What follows belongs to an exercise in optimizing a design on an open flow for small area; a production flow would make more cautious choices. At most, simulation tests tie the RTL to the original design; equivalence was not proved. Power is estimated from default activity; no workload was simulated.

// Top_module
module Top_module(
	input clk,
	input rstbt,
	output [8:0] aio,
	output [2:0] bo,
	input bi,
	output [17:0] mem_addr,
	input [5:0] mem_data_in,
	output [5:0] mem_data_out,
	output mem_wen,
	output mem_lbn,
	output sram_csn,
	output sram_oen,
	output sdram_csn
    );
Settings: LEC_CHECK=0, CAP_MARGIN=20, CORE_MARGIN=2, CORE_UTILIZATION=40, CTS_BUF_LIST=sky130_fd_sc_hd__clkbuf_8, CTS_CLUSTER_DIAMETER=100, CTS_CLUSTER_SIZE=30, SLEW_MARGIN=20; clock period 10.0 ns.
standard.sh (not shown) runs the stock make flow with config.mk's settings and CLKGATE_MAP_FILE= SYNTH_SCRIPT=/design/flow/synth_recipe.tcl, a recipe that flattens the netlist after the stock synthesis.
==> flow/flow/run.sh <==
#!/bin/bash
# Own flow: the standard layout, with the combinational logic of the standard
# synthesis re-mapped for area by ABC. Registers (instances, names, cell types)
# are those of the standard synthesis.
set -euo pipefail
WORK=$(pwd)
R=$WORK/orfs/results/$FLOW_PLATFORM/Top_module/base
LIB=$FLOW_HOME/platforms/$FLOW_PLATFORM/lib/sky130_fd_sc_hd__tt_025C_1v80.lib
YOSYS=$FLOW_HOME/../tools/install/yosys/bin/yosys
[ -x "$YOSYS" ] || YOSYS=yosys

# 1. standard synthesis
bash standard.sh synth > $WORK/1_standard_synth.log 2>&1

# 2. re-map the combinational logic for area
mkdir -p $WORK/remap
cp $R/1_2_yosys.v $WORK/remap/standard.v
DONT_USE=""
for c in $(grep -o "\-dont_use [^ ]*" $WORK/orfs/logs/$FLOW_PLATFORM/Top_module/base/1_2_yosys.log | awk '{print $2}' | sort -u); do
  DONT_USE="$DONT_USE -dont_use $c"
done
REMAP_LIB=$LIB REMAP_DONT_USE="$DONT_USE" REMAP_IN=$WORK/remap/standard.v REMAP_TOP=$FLOW_TOP \
  REMAP_SCRIPT=$WORK/flow/remap.abc REMAP_OUT=$WORK/remap/remapped.v \
  $YOSYS -c $WORK/flow/remap.tcl > $WORK/2_remap.log 2>&1

# 3. the standard layout of the re-mapped netlist
bash standard.sh clean_synth > $WORK/3_clean_synth.log 2>&1
# ports get the smallest plain buffer
bash standard.sh SYNTH_NETLIST_FILES=$WORK/remap/remapped.v "BUFFER_PORTS_ARGS=-buffer_cell sky130_fd_sc_hd__buf_1" finish > $WORK/4_layout.log 2>&1
==> flow/flow/remap.abc <==
strash
dc2
&get -n
&deepsyn -T 30
&put
dch -f
amap -F 20 -A 50 -C 5000
topo
==> flow/flow/remap.tcl <==
# Re-map the combinational logic of the standard synthesis netlist for area.
# Registers stay as they are (same instances, names and cell types).
yosys -import
set lib $::env(REMAP_LIB)
set dont_use $::env(REMAP_DONT_USE)
read_liberty -ignore_miss_func $lib
read_verilog $::env(REMAP_IN)
hierarchy -check -top $::env(REMAP_TOP)
# registers and clock cells keep their hierarchy (they are not re-mapped)
foreach pat {sky130_fd_sc_hd__df* sky130_fd_sc_hd__edf* sky130_fd_sc_hd__sdf* sky130_fd_sc_hd__dl* sky130_fd_sc_hd__sedf*} {
  catch { setattr -mod -set keep_hierarchy 1 $pat }
}
flatten
opt_clean -purge
techmap
opt -fast -purge
abc -liberty $lib {*}$dont_use -script $::env(REMAP_SCRIPT)
opt_clean -purge
splitnets
opt_clean -purge
hilomap -singleton -hicell sky130_fd_sc_hd__conb_1 HI -locell sky130_fd_sc_hd__conb_1 LO
insbuf -buf sky130_fd_sc_hd__buf_4 A X
opt_clean -purge
select -module $::env(REMAP_TOP)
stat -liberty $lib
write_verilog -noattr -nohex -nodec -selected $::env(REMAP_OUT)
Edit:
--- a/flow/design.v
+++ b/flow/design.v
@@ -78,15 +78,14 @@
 	wire [9:0] acnt_nx = {acnt[8:0], ~(acnt[9] ^ acnt[6])};
 	always @(posedge clk)
 		if (rst) begin
 			acnt <= 10'd0;
 			sclk <= 1'b0;
 			n <= 5'd0;
 			act <= 2'd0;
-			tilt <= 8'd0;
 		end else if (a_end) begin
 			acnt <= 10'd0;
 			sclk <= ~sclk;
 			if (sclk) begin
 				if (n == 5'd19) begin
 					n <= 5'd0;
 					if (act != 2'd3) act <= act + 1'b1;
@@ -122,43 +121,45 @@
 			5'd18, 5'd19: mosi = (act == 2'd1);
 			5'd0, 5'd1, 5'd2: mosi = (act == 2'd2);
 			default: mosi = 1'b0;
 		endcase
 	wire ncs = (n == 5'd0) | (n == 5'd1);
 	wire sclk_en = (n == 5'd0) | (n == 5'd1) | (n == 5'd2);
 	assign bo = {sclk_en | sclk, mosi, ncs};
-	wire left = tilt[7] & (tilt[6:0] <= 7'd96);
-	wire right = ~tilt[7] & (tilt[6:0] >= 7'd32);
+	wire left = (act != 2'd0) & tilt[7] & (tilt[6:0] <= 7'd96);
+	wire right = (act != 2'd0) & ~tilt[7] & (tilt[6:0] >= 7'd32);
 	reg [12:0] tcnt;		 
 	wire tick = (tcnt == 13'd5427);	 
 	wire [12:0] tcnt_nx = {tcnt[11:0], ~(tcnt[12] ^ tcnt[3] ^ tcnt[2] ^ tcnt[0])};
 	reg [6:0] bq;			 
 	reg [6:0] bh;			 
 	reg up;
 	reg [1:0] uc;
 	reg over;
 	reg [5:0] P;			 
 	wire [5:0] P_nx;
 	reg [1:0] lo;			 
 	reg [3:0] Q;			 
 	reg [13:0] hi;			 
 	reg [6:0] Bo, B0, B1, B2, B3;	 
-	reg [6:0] rc;			 
 	reg [6:0] rq;			 
+	reg jl;				 
 	wire hz = (hi == 14'd0);
 	wire ge12 = ~hz | (Q >= 4'd12);
 	wire s0 = hz & (Q == 4'd0) & (lo == 2'd0);
 	wire s01 = hz & (Q == 4'd0) & (lo[1] == 1'b0);
 	wire [3:0] m3 = ge12 ? 4'd11 : Q;
-	wire rc_end = (rc == {1'b1, 1'b0, m3, 1'b0});
-	always @(posedge clk) begin
-		if (rst) rc <= 7'd7;
-		else if (rc_end) rc <= 7'd7;
-		else rc <= rc + 1'b1;
-		rq <= rc;
+	wire [6:0] rc_max = {1'b1, 1'b0, m3, 1'b0};
+	wire dec3 = hz & (lo == 2'd0) & (Q >= 4'd1) & (Q <= 4'd11);
+	wire rc_end = (rq == rc_max) | (jl & dec3 & (rq == rc_max - 7'd2));
+	always @(posedge clk) begin
+		if (rst) rq <= 7'd64;
+		else if (rc_end) rq <= 7'd7;
+		else rq <= rq + 1'b1;
+		jl <= tick & land;
 	end
 	function [3:0] mfun(input [3:0] q, input b, input g12);
 		mfun = g12 ? 4'd11 : (q == 4'd0) ? 4'd0 : q - b;
 	endfunction
 	wire [6:0] cK = hc[6:0] + 7'd83;		 
 	wire [7:0] r8 = {1'b0, vc[9:2]};
 	wire [7:0] Gp = rsub8(r8, {2'b0, P}, 1'b0);		 
The changed run ran to the end with no violations.
Synthesized area fell by 1.4%.
Combinational power is lower by 10%.
Power falls by 3.6%.
Die area shrinks by 1.4%.
Synthesized cell count went down by 1.7%.
Fmax came out lower by 1.9%.
Wire length rises by 0.31%.
Global-route usage went up by 0.19 points.
Non-clock buffer count rises by 1.
Only the layout flow was run in the second run of this note; the RTL was not checked for function there.

-- afterwards: timing with drivers on the ports --
How much do the figures lean on ideal ports? The routed layouts below were timed once more, with nothing changed but the port constraints. Step 1 sets driving cells, clkbuf_16 on the clock port and buf_2 on the other inputs (assumed; they add their load-dependent delay and slew). Step 2 also shifts input and output timing later by t, the mid clock arrival at the registers, as if the neighbouring blocks saw the same clock. Slacks: no drivers / after step 1 / after step 2; pairs: no drivers / after step 1.
run	t, ns	setup slack, ns	worst setup path at the end	latest minus earliest clock arrival (ns)	slew at the worst register clock pin (ns)
the first run	0.502	0.938 / 0.893 / 1.395	register to output	0.013 / 0.013	0.09 / 0.09
the second run	0.506	0.767 / 0.725 / 1.232	register to output	0.017 / 0.017	0.09 / 0.09
After both steps setup and hold are still met in every run listed.
